Context: an optimization exercise on an open-source flow, tuned for small area and a short achievable clock period. The choices shown serve that exercise and are no tape-out recipe. At most, simulation tests tie the RTL to the original design; equivalence was not proved. The flow treats the clock pin as an ideal source. Dropping or thinning the clock tree relies on that and would not hold on a real chip. Power is estimated from default activity; no workload was simulated.

==> inputs of wip/onyx <==
Design Top_level, start of the top module:
module Top_level(
    input clk, rst,
    output [31:0] imem_addr,
    input  [31:0] imem_data,
    output [31:0] dmem_addr,
    output [31:0] dmem_wdata,
    output dmem_we,
    output dmem_re,
    input  [31:0] dmem_rdata,
    output wb_en,
    output [3:0] wb_dest,
    output [31:0] wb_value
);
    reg  [31:0] pc;
    reg  [31:0] d_ins;          
    reg  [3:0]  d_s2;           
    reg  [31:0] e_a;            
    reg  [31:0] e_b;            
    reg  [31:0] e_rm;           
    reg  [3:0]  e_cmd;          
    reg  [3:0]  e_cond;
    reg  [3:0]  e_dest;
    reg         e_wb, e_mr, e_mw, e_br, e_su, e_hz;
    reg  [31:0] m_alu, m_st;
    reg         m_wb, m_mr, m_mw, m_hz;
    reg  [3:0]  m_dest;
    reg         w_en;
    reg  [3:0]  w_dest;
    reg  [31:0] w_val;
    reg  [3:0]  status;         
    reg  [31:0] rf [1:14];
    reg  [14:1] rf_v;           
    wire [3:0] f_s2 = (imem_data[27:26] == 2'b01 && !imem_data[20]) ?
                      imem_data[15:12] : imem_data[3:0];
    wire [3:0] cond = d_ins[31:28];
    wire [1:0] mode = d_ins[27:26];
    wire       ins_i = d_ins[25];
    wire [3:0] opc  = d_ins[24:21];
    wire       ins_s = d_ins[20];
    wire [3:0] rn   = d_ins[19:16];
    wire [3:0] rd   = d_ins[15:12];
    wire is_dp  = (mode == 2'b00);
    wire is_mem = (mode == 2'b01);
    wire is_br  = (mode == 2'b10);
    wire is_str = is_mem & ~ins_s;
    reg       c_wb, c_su, c_inv;
    reg [3:0] c_cmd;
    always @(*) begin
        c_wb  = 1'b0;
        c_su  = 1'b0;
        c_inv = 1'b0;
        c_cmd = 4'b1000;
        if (is_dp) begin
            case (opc)
                4'b1101: begin c_cmd = 4'b0000; c_wb = 1'b1; c_su = ins_s; end               
                4'b1111: begin c_cmd = 4'b0000; c_inv = 1'b1; c_wb = 1'b1; c_su = ins_s; end  
                4'b0100: begin c_cmd = 4'b1000; c_wb = 1'b1; c_su = ins_s; end               
                4'b0101: begin c_cmd = 4'b1001; c_wb = 1'b1; c_su = ins_s; end               
  ...
clock: 15.0 ns
lec_check: 0
cap_margin: 20
core_margin: 2
core_utilization: 40
place_density: 0.6
setup_slack_margin: 0.5
slew_margin: 20
run.sh (not shown) runs the stock make flow with config.mk's settings and CLKGATE_MAP_FILE= SYNTH_SCRIPT=/design/flow/synth_recipe.tcl, a recipe that flattens the netlist after the stock synthesis.
==> inputs of wip/indigo, as changes to wip/onyx <==
--- a/flow/design.v
+++ b/flow/design.v
@@ -13,25 +13,27 @@
 );
     reg  [31:0] pc;
     reg  [31:0] d_ins;          
     reg  [3:0]  d_s2;           
     reg  [31:0] e_a;            
     reg  [31:0] e_b;            
-    reg  [31:0] e_rm;           
+    reg         e_inv;          
+    reg  [11:0] e_off;          
+    reg         e_memc;         
     reg  [3:0]  e_cmd;          
     reg  [3:0]  e_cond;
     reg  [3:0]  e_dest;
     reg         e_wb, e_mr, e_mw, e_br, e_su, e_hz;
     reg  [31:0] m_alu, m_st;
     reg         m_wb, m_mr, m_mw, m_hz;
     reg  [3:0]  m_dest;
     reg         w_en;
     reg  [3:0]  w_dest;
     reg  [31:0] w_val;
     reg  [3:0]  status;         
-    reg  [31:0] rf [1:14];
+    wire [31:0] wbv;            
     reg  [14:1] rf_v;           
     wire [3:0] f_s2 = (imem_data[27:26] == 2'b01 && !imem_data[20]) ?
                       imem_data[15:12] : imem_data[3:0];
     wire [3:0] cond = d_ins[31:28];
     wire [1:0] mode = d_ins[27:26];
     wire       ins_i = d_ins[25];
@@ -71,45 +73,56 @@
     end
     wire c_mr = is_mem & ins_s;
     wire c_mw = is_str;
     wire [3:0] src1 = rn;
     wire [3:0] src2 = d_s2;
     wire two_src = (is_dp & (opc != 4'b1101) & (opc != 4'b1111)) | is_str;
+    wire        rf_we = m_wb & (m_dest != 4'd0) & (m_dest != 4'd15);
+    wire [31:0] rfq [1:14];
+    genvar g;
+    generate
+        for (g = 1; g < 15; g = g + 1) begin : R
+            reg [31:0] q;
+            always @(posedge clk)
+                if (m_wb && m_dest == g)
+                    q <= wbv;
+            assign rfq[g] = q;
+        end
+    endgenerate
     function [31:0] rf_read;
-        input [3:0] a;
+        input [3:0] ad;
+        reg   [31:0] acc;
+        integer j;
         begin
-            if (a == 4'd0 || a == 4'd15)
-                rf_read = 32'b0;
-            else if (rf_v[a])
-                rf_read = rf[a];
-            else
-                rf_read = {28'b0, a};
+            acc = 32'b0;
+            for (j = 1; j < 15; j = j + 1)
+                acc = acc | ({32{(ad == j) & rf_v[j]}} & rfq[j]);
+            rf_read = acc | {28'b0, (ad != 4'd0 && ad != 4'd15 && !rf_v[ad]) ? ad : 4'b0};
         end
     endfunction
     wire [31:0] val_rn = rf_read(src1);
     wire [31:0] val_rm = rf_read(src2);
-    wire       ucnst = is_mem | ins_i;
+    wire       ucnst = (ins_i & ~is_mem) | is_br;
     wire [1:0] ty    = d_ins[6:5];
     wire [4:0] amt   = d_ins[11:7];
-    wire [4:0] ramt  = is_mem ? 5'd0 : ins_i ? {d_ins[10:8], 2'b00} :
+    wire [4:0] ramt  = (is_mem | is_br) ? 5'd0 : ins_i ? {d_ins[10:8], 2'b00} :
                        (ty == 2'b00) ? (5'd0 - amt) : amt;
-    wire [31:0] rx   = ucnst ? {20'b0, d_ins[11:8] & {4{is_mem}}, d_ins[7:0]} : val_rm;
+    wire [31:0] rx   = is_br ? {{6{d_ins[23]}}, d_ins[23:0], 2'b00} :
+                       ucnst ? {24'b0, d_ins[7:0]} : val_rm;
     wire [31:0] rot  = {rx, rx} >> ramt;
     reg  [31:0] keep;
     integer i;
     always @(*) begin
         for (i = 0; i < 32; i = i + 1) begin
-            if (ucnst || ty == 2'b11) keep[i] = 1'b1;
+            if (ucnst || is_mem || ty == 2'b11) keep[i] = 1'b1;
             else if (ty == 2'b00) keep[i] = (i >= amt);
             else keep[i] = (i + amt < 32);
         end
     end
-    wire        fill  = ~ucnst & (ty == 2'b10) & val_rm[31];
+    wire        fill  = ~ucnst & ~is_mem & (ty == 2'b10) & val_rm[31];
     wire [31:0] val2  = (rot & keep) | (~keep & {32{fill}});
-    wire [31:0] val2x = c_inv ? ~val2 : val2;
-    wire [31:0] br_target = pc + {{6{d_ins[23]}}, d_ins[23:0], 2'b00};
     wire N = status[3], Z = status[2], C = status[1], V = status[0];
     reg cmet;
     always @(*) begin
         case (e_cond)
             4'b0000: cmet = Z;
             4'b0001: cmet = ~Z;
@@ -134,13 +147,13 @@
     wire x_mw = e_mw & cmet;
     wire x_br = e_br & cmet;
     wire x_su = e_su & cmet;
     wire        arith = e_cmd[3];
     wire        sub   = e_cmd[1];
     wire [31:0] a     = e_a;
-    wire [31:0] b     = e_b;
+    wire [31:0] b     = e_memc ? {20'b0, e_off} : e_inv ? ~e_b : e_b;
     wire        cin   = e_cmd[0] ? C : sub;
     wire [33:0] sum34 = {1'b0, a, 1'b1} + {1'b0, b, cin};
     wire [31:0] sum   = sum34[32:1];
     wire        cout  = sum34[33];
     wire [31:0] p     = a ^ b;
     wire [31:0] k     = {a[30:0] | b[30:0], cin};
@@ -160,34 +173,36 @@
                         arith & cout,
                         arith & (a[31] == b[31]) & (sum[31] != a[31])};
     wire exe_hit = (e_dest == src1) | ((e_dest == src2) & two_src);
     wire mem_hit = (m_dest == src1) | ((m_dest == src2) & two_src);
     wire hazard  = (e_hz & cmet & exe_hit) | (m_hz & mem_hit);
     wire bubble  = hazard | x_br;
-    wire [31:0] wbv = m_mr ? dmem_rdata : m_alu;
-    wire rf_we = m_wb & (m_dest != 4'd0) & (m_dest != 4'd15);
+    assign wbv = m_mr ? dmem_rdata : m_alu;
     always @(posedge clk or posedge rst) begin
         if (rst) begin
             pc     <= 32'b0;
-            d_ins  <= 32'b0;
+            d_ins[31:26] <= 6'b0;
+            d_ins[24:12] <= 13'b0;
             d_s2   <= 4'b0;
             e_wb <= 1'b0; e_mr <= 1'b0; e_mw <= 1'b0; e_br <= 1'b0; e_su <= 1'b0; e_hz <= 1'b0;
             m_wb <= 1'b0; m_mr <= 1'b0; m_mw <= 1'b0; m_hz <= 1'b0;
             w_en   <= 1'b0;
             status <= 4'b0;
             rf_v   <= 14'b0;
         end else begin
             if (x_br)
-                pc <= e_a;
+                pc <= sum;
             else if (~hazard)
                 pc <= pc + 32'd1;
             if (x_br) begin
-                d_ins <= 32'b0;
+                d_ins[31:26] <= 6'b0;
+                d_ins[24:12] <= 13'b0;
                 d_s2  <= 4'b0;
             end else if (~hazard) begin
-                d_ins <= imem_data;
+                d_ins[31:26] <= imem_data[31:26];
+                d_ins[24:12] <= imem_data[24:12];
                 d_s2  <= f_s2;
             end
             if (bubble) begin
                 e_wb <= 1'b0; e_mr <= 1'b0; e_mw <= 1'b0; e_br <= 1'b0; e_su <= 1'b0; e_hz <= 1'b0;
             end else begin
                 e_wb <= c_wb;
@@ -206,25 +221,29 @@
                 status <= flags;
             if (rf_we)
                 rf_v[m_dest] <= 1'b1;
         end
     end
     always @(posedge clk) begin
-        e_a    <= is_br ? br_target : val_rn;
-        e_b    <= val2x;
-        e_rm   <= val_rm;
+        if (~x_br & ~hazard) begin
+            d_ins[25]   <= imem_data[25];
+            d_ins[11:0] <= imem_data[11:0];
+        end
+        e_a    <= is_br ? pc : val_rn;
+        e_b    <= val2;
+        e_inv  <= c_inv;
+        e_off  <= d_ins[11:0];
+        e_memc <= is_mem;
         e_cmd  <= c_cmd;
         e_cond <= cond;
         e_dest <= rd;
         m_alu  <= res;
-        m_st   <= e_rm;
+        m_st   <= e_b;
         m_dest <= e_dest;
         w_dest <= m_dest;
         w_val  <= wbv;
-        if (rf_we)
-            rf[m_dest] <= wbv;
     end
     assign imem_addr  = pc;
     assign dmem_addr  = m_alu;
     assign dmem_wdata = m_st;
     assign dmem_we    = m_mw;
     assign dmem_re    = m_mr;
==> flow/flow/run.sh (new file) <==
#!/bin/bash
# Standard ORFS layout (the standard.sh, standard synthesis unchanged),
# with these changes:
#  * timing repair aims well below the clock period (setup margin 11.1 ns),
#    free to resize across cell footprints;
#  * 55% core utilisation and 0.75 placement density (shorter wires);
#  * port buffers start as buf_2, so they can be resized;
#  * clock tree: sink clusters of up to 22 flip-flops, no dummy loads, and
#    the H-tree's root buffer removed (flow/cts_hook.tcl), so the clock port
#    drives the tree's first 4 buffers directly.
# All make output goes to flow_make.log; each ORFS step keeps its own log
# under orfs/logs.
set -euo pipefail
bash standard.sh \
    SETUP_SLACK_MARGIN=11.1 \
    MATCH_CELL_FOOTPRINT=0 \
    CORE_UTILIZATION=55 \
    PLACE_DENSITY=0.75 \
    "BUFFER_PORTS_ARGS=-buffer_cell sky130_fd_sc_hd__buf_2" \
    "CTS_ARGS=-sink_clustering_enable -repair_clock_nets -dont_use_dummy_load -sink_clustering_size 22 -sink_clustering_max_diameter 100" \
    "PRE_CTS_TCL=$PWD/flow/cts_hook.tcl" \
    finish > flow_make.log 2>&1
==> flow/flow/cts_hook.tcl (new file) <==
proc drop_clock_root {} {
  set block [ord::get_db_block]
  set root [$block findInst clkbuf_0_clk]
  if {$root eq "NULL"} { puts "drop_clock_root: no root buffer"; return }
  set innet [[$root findITerm A] getNet]
  set outnet [[$root findITerm X] getNet]
  set loads {}
  foreach it [$outnet getITerms] { if {[$it getInst] ne $root} { lappend loads $it } }
  set bufs 1
  foreach it $loads {
    if {![string match "sky130_fd_sc_hd__clkbuf*" [[[$it getInst] getMaster] getName]]} { set bufs 0 }
  }
  if {[llength $loads] > 4 || !$bufs} {
    puts "drop_clock_root: root drives [llength $loads] pins, kept"
    return
  }
  foreach it $loads { $it disconnect; $it connect $innet }
  [$root findITerm A] disconnect
  [$root findITerm X] disconnect
  odb::dbInst_destroy $root
  odb::dbNet_destroy $outnet
  puts "drop_clock_root: clock port now drives [llength $loads] buffers"
}
rename clock_tree_synthesis my_cts_orig
proc clock_tree_synthesis {args} {
  my_cts_orig {*}$args
  drop_clock_root
}
==> flow/standard.sh (new file) <==
#!/bin/bash
# synth_recipe.tcl (not shown) runs the flow's synth.tcl, then flattens the netlist and writes it again
# the make line also repeats each setting of config.mk as NAME=value (left out here)
make -C /OpenROAD-flow-scripts/flow DESIGN_CONFIG=/design/flow/config.mk WORK_HOME=/design/flow/orfs CLKGATE_MAP_FILE= SYNTH_SCRIPT=/design/flow/synth_recipe.tcl "${@:-finish}"
removed: flow/run.sh
==> run notes <==
Portion of total power attributed to combinational logic: wip/indigo 51.6%; wip/onyx 48.3%
Footprint of the multi-input gates: wip/indigo 0.0163 mm2; wip/onyx 0.0197 mm2
Final Worst Setup Slack: wip/indigo 10,960 ps; wip/onyx 8980 ps
Clock Network Area Fraction: wip/indigo 2.43%; wip/onyx 6.47%
Post-synthesis cell area: wip/indigo 0.0373 mm2; wip/onyx 0.0416 mm2
Adder-cell area share of the yosys netlist: wip/indigo 3.20%; wip/onyx 3.59%
Layout fillers: wip/indigo 5,285; wip/onyx 9,371
Result of the run: wip/indigo timing/DRC/antenna clean; wip/onyx timing/DRC/antenna clean
XOR/XNOR share of the synthesized area: wip/indigo 3.49%; wip/onyx 3.67%
Simple-Gate Fraction of Synth Area: wip/indigo 11.9%; wip/onyx 9.59%
Final layout net count: wip/indigo 3,686; wip/onyx 3,893
Crit. Startpoint: wip/indigo m_mr$_DFF_PP0_; wip/onyx d_s2[0]$_DFFE_PP0P_
Layout cells sized above 1: wip/indigo 17.2%; wip/onyx 15.2%
Clock slew seen by the registers of the worst setup and hold paths: wip/indigo 90 ps; wip/onyx 60 ps
Switching pwr: wip/indigo 4.03 mW; wip/onyx 4.61 mW
Area after detailed placement: wip/indigo 0.0390 mm2; wip/onyx 0.0448 mm2
Endpoint kind of the worst setup timing path: wip/indigo output port; wip/onyx flip-flop
Hpwl dp: wip/indigo 95,300 um; wip/onyx 97,800 um
Total area of sequential cells: wip/indigo 0.0199 mm2; wip/onyx 0.0201 mm2
Width of the die: wip/indigo 265 um; wip/onyx 326 um
Final GP Congestion: wip/indigo 1.05; wip/onyx 1.02
Dpl cells: wip/indigo 4,288; wip/onyx 5,002
Design internal power: wip/indigo 4.81 mW; wip/onyx 6.18 mW
Worst reg-to-reg setup slack: wip/indigo 11,130 ps; wip/onyx 8980 ps
Maximum ir drop on the vdd rail: wip/indigo 99.5 uV; wip/onyx 134 uV
RSZ-0062 raised after global routing: wip/indigo true; wip/onyx false
Only the layout flow was run in wip/onyx; the RTL was not checked for function there.

[static timing again, ports no longer ideal]
The flow's constraints put no driver on any port. The routed layouts listed below were extracted and timed again, unchanged, in two steps.
Step 1, drivers: a clkbuf_16 drives clk and a buf_2 each remaining input, both assumed.
Step 2 also shifts input and output timing later by t, the mid clock arrival at the registers, as if the neighbouring blocks saw the same clock.
a / b / c = ideal ports / drivers / drivers and shift; a / b = the first two.
run	shift t [ns]	slack for setup (ns)	worst setup path after step 2	latest minus earliest clock arrival (ns)	worst register clock-pin slew, ns
wip/onyx	0.745	8.978 / 8.978 / 8.978	register to register	0.044 / 0.044	0.07 / 0.07
wip/indigo	0.527	10.962 / 10.831 / 10.761	input to register	0.077 / 0.077	0.11 / 0.11
After both steps setup and hold are still met in every run listed. The setup slack of wip/indigo, which loses most, moves by -0.131 ns with the drivers and by -0.201 ns with both steps.
